Context: an optimization exercise on an open-source flow, tuned for small area and a short achievable clock period. The choices shown serve that exercise and are no tape-out recipe.
Only simulation tests tie the RTL to the original design; equivalence was not proved.
No activity file was given, so power comes from the tool's default toggle rates.

==> flow/design.v (excerpt) <==
module tanh9slices (
    input wire clk,
    input wire rst_n,
    input wire signed [15:0] x0_in,
    input wire signed [15:0] x1_in,
    input wire valid_in,
    output wire signed [15:0] y0_out,
    output wire signed [15:0] y1_out,
    output reg valid_out
);
clock: 8.0 ns
lec_check: 0
cap_margin: 20
core_margin: 2
core_utilization: 40
slew_margin: 20
standard.sh (not shown) runs the stock make flow with config.mk's settings and CLKGATE_MAP_FILE= SYNTH_SCRIPT=/design/flow/synth_recipe.tcl, a recipe that flattens the netlist after the stock synthesis.
==> flow/flow/run.sh <==
#!/bin/bash
set -euo pipefail
mapfile -t KNOBS < <(grep -v '^\s*$' flow/knobs.txt)
bash standard.sh "${KNOBS[@]}" finish > flow_make.log 2>&1
==> flow/flow/knobs.txt <==
SETUP_SLACK_MARGIN=5.6
CTS_BUF_LIST=sky130_fd_sc_hd__clkbuf_8
BUFFER_PORTS_ARGS=-buffer_cell sky130_fd_sc_hd__buf_2
CORE_UTILIZATION=65
PLACE_DENSITY=0.75
The starting point finished clean.
Change:
==> flow/flow/run.sh (replaced) <==
#!/bin/bash
set -euo pipefail
MARGIN=$(cat flow/margin.txt)
bash standard.sh SETUP_SLACK_MARGIN=$MARGIN finish > flow_make.log 2>&1
==> flow/flow/margin.txt (new file) <==
5.6
removed: flow/flow/knobs.txt
What happened:
- clock skew drops by 0.011 ns
- total power climbs by 7.5%
- routed wire length fell by about 1.7%
- first-iteration DRC count shrinks by 64%
- final area is higher by 5.4%
- setup slack improves by 0.036 ns
- maximum frequency went up by about 1.5%
- core utilization shrinks by 26 points


tanh9slices, a different RTL version from the one above (not shown whole).
Size: ~68 I/O pins.
export LEC_CHECK = 0
export CAP_MARGIN = 20
export CORE_MARGIN = 2
export CORE_UTILIZATION = 40
export SLEW_MARGIN = 20
create_clock -name core_clock -period 8.0 [get_ports {clk}]
==> flow/flow/run.sh <==
#!/bin/bash
set -euo pipefail
mapfile -t KNOBS < <(grep -v '^\s*$' flow/knobs.txt)
bash standard.sh "${KNOBS[@]}" "PRE_GLOBAL_PLACE_TCL=$PWD/flow/ports.tcl" finish > flow_make.log 2>&1
==> flow/flow/knobs.txt <==
SETUP_SLACK_MARGIN=5.4
CTS_ARGS=-sink_clustering_enable -repair_clock_nets -buf_list sky130_fd_sc_hd__clkbuf_8 -dont_use_dummy_load
BUFFER_PORTS_ARGS=-inputs -buffer_cell sky130_fd_sc_hd__buf_1
==> flow/flow/ports.tcl <==
# Buffer the output ports (ORFS's buffer_ports call then buffers the inputs).
buffer_ports -outputs -buffer_cell sky130_fd_sc_hd__buf_4
Next try:
==> flow/flow/run.sh (replaced) <==
#!/bin/bash
set -euo pipefail
mapfile -t KNOBS < <(grep -v '^\s*$' flow/knobs.txt)
bash standard.sh "${KNOBS[@]}" finish > flow_make.log 2>&1
==> flow/flow/knobs.txt (replaced) <==
SETUP_SLACK_MARGIN=5.3
CTS_ARGS=-sink_clustering_enable -repair_clock_nets -buf_list sky130_fd_sc_hd__clkbuf_8 -dont_use_dummy_load
BUFFER_PORTS_ARGS=-buffer_cell sky130_fd_sc_hd__buf_1
removed: flow/flow/ports.tcl
Result: The changed run finished with timing, DRC and antenna clean. Utilization went up by 0.48 points. Hold slack gains 0.015 ns. Setup slack gets worse by 0.085 ns. Routed wire length shrinks by 0.31%. Critical path depth grows by 1. Non-clock buffer count came out higher by 33. Combinational power rose by 18%. Cell count rose by 3.1%. Sequential cell count does not change. Power goes up by 1.3%. Clock skew came out lower by 0.0088 ns.
Next try:
==> flow/flow/run.sh (replaced) <==
#!/bin/bash
set -euo pipefail
mapfile -t KNOBS < <(grep -v '^\s*$' flow/knobs.txt)
bash standard.sh "${KNOBS[@]}" "PRE_GLOBAL_PLACE_TCL=$PWD/flow/ports.tcl" finish > flow_make.log 2>&1
==> flow/flow/knobs.txt (replaced) <==
SETUP_SLACK_MARGIN=5.5
CTS_ARGS=-sink_clustering_enable -repair_clock_nets -root_buf sky130_fd_sc_hd__clkbuf_16 -buf_list sky130_fd_sc_hd__clkbuf_8 -dont_use_dummy_load
BUFFER_PORTS_ARGS=-inputs -buffer_cell sky130_fd_sc_hd__buf_1
==> flow/flow/ports.tcl (new file) <==
# Buffer the output ports (ORFS's buffer_ports call then buffers the inputs).
buffer_ports -outputs -buffer_cell sky130_fd_sc_hd__buf_2
Die area stays the same.
Power falls by 0.39%.
Design area falls by 0.75%.
Clock-buffer cell count is unchanged.
Routed wire length rises by 0.79%.
Register-to-register slack improves by 0.10 ns.
Flip-flop and latch count stays the same.
Next try:
==> flow/flow/run.sh (replaced) <==
#!/bin/bash
set -euo pipefail
mapfile -t KNOBS < <(grep -v '^\s*$' flow/knobs.txt)
bash standard.sh "${KNOBS[@]}" finish > flow_make.log 2>&1
==> flow/flow/knobs.txt (replaced) <==
SETUP_SLACK_MARGIN=5.4
CTS_ARGS=-sink_clustering_enable -repair_clock_nets -buf_list sky130_fd_sc_hd__clkbuf_8 -dont_use_dummy_load
BUFFER_PORTS_ARGS=-buffer_cell sky130_fd_sc_hd__buf_2
removed: flow/flow/ports.tcl
=>
- clock skew hardly moves
- die area does not change
- synthesized cell count stays the same
- combinational power increases by about a fifth


== v28 ==
Another version of the RTL of tanh9slices (not shown whole).
For scale: about 140 flip-flops, roughly 68 I/O pins, about 0.0083 mm² of cells after synthesis.
Settings: LEC_CHECK=0, CAP_MARGIN=20, CORE_MARGIN=2, CORE_UTILIZATION=40, SLEW_MARGIN=20; clock period 8.0 ns.
==> flow/flow/run.sh <==
#!/bin/bash
set -euo pipefail
mapfile -t KNOBS < <(grep -v '^\s*$' flow/knobs.txt)
bash standard.sh "${KNOBS[@]}" finish > flow_make.log 2>&1
==> flow/flow/knobs.txt <==
SETUP_SLACK_MARGIN=5.50
CTS_BUF_LIST=sky130_fd_sc_hd__clkbuf_8
BUFFER_PORTS_ARGS=-buffer_cell sky130_fd_sc_hd__buf_2
> inputs changed (v28 -> v20)
==> flow/flow/knobs.txt <==
SETUP_SLACK_MARGIN=5.45
CTS_BUF_LIST=sky130_fd_sc_hd__clkbuf_8
BUFFER_PORTS_ARGS=-buffer_cell sky130_fd_sc_hd__buf_2
### Flow results
A library cell contributing the largest single delay on the critical path of dfxtp_2 is what v20 shows, while dfxtp_4 belongs to v28.
Going from v28 to v20, die area roughly the same, total routed wire length on the met1 layer higher, total power roughly the same.
v20 against v28: global router's overall resource usage held steady, number of antenna violations at the first check in global routing grew by 1, peak clock frequency supported by timing grew by 1.1%.
Input-level comparison between v49 and v20:
==> flow/flow/knobs.txt <==
SETUP_SLACK_MARGIN=5.6
CTS_BUF_LIST=sky130_fd_sc_hd__clkbuf_8
BUFFER_PORTS_ARGS=-buffer_cell sky130_fd_sc_hd__buf_2
--- outcome ---
v49 -> v20: detailed-route DRC error count delta 0, exact match. Compare v49 and v20 | area occupied by registers lower: v20. The part of the total power dissipated in combinational logic of v49 exceeds that of v20 by 1.0 points. Of v49 and v20, the run reporting the lower relative slew slack was v20. Summary of v49 over v20: sequential power now sits higher; routing usage on met2 now sits higher. v49 vs. v20: met3 routing resource usage after global routing went down by 0.22 points. Clock power shrinks by a little under 10% when moving from v20 to v49. Summary — total power, v49 relative to v20: lower, by about 1.2%. [compare] base=v20 new=v49: utilization after layout rose 0.76 points; final worst setup slack fell 0.0045 ns.

==> separate check: timing with driven ports <==
The flow's constraints put no driver on any port. The routed layouts listed below were extracted and timed again, unchanged, in two steps. Step 1 sets driving cells, clkbuf_16 on the clock port and buf_2 on the other inputs (assumed; they add their load-dependent delay and slew). Step 2 times the ports against the registers' clock, not the clock port: input delays grow and output delays shrink by t, the midpoint of the rising clock arrivals with the driver on. a / b / c = ideal / step 1 / step 2; a / b = the first two.
| run | t (ns) | slack for setup (ns) | pins driven straight from the clock port |
|---|---|---|---|
| the first run of note 1 | 0.493 | 5.451 / 5.413 / 5.216 | 1 |
| the second run of note 1 | 0.458 | 5.488 / 5.446 / 5.211 | 1 |
| the first run of note 2 | 0.471 | 5.480 / 5.436 / 5.201 | 1 |
| the second run of note 2 | 0.474 | 5.394 / 5.351 / 5.181 | 1 |
| the third run of note 2 | 0.404 | 5.514 / 5.514 / 5.240 | 1 |
| the fourth run of note 2 | 0.471 | 5.469 / 5.431 / 5.174 | 1 |
| v28 | 0.485 | 5.441 / 5.401 / 5.105 | 1 |
| v20 | 0.476 | 5.468 / 5.429 / 5.056 | 1 |
| v49 | 0.486 | 5.464 / 5.426 / 5.117 | 1 |
After both steps setup and hold are still met in every run listed. For v20, which loses most, drivers alone change the setup slack by -0.039 ns; drivers and shift together by -0.412 ns.
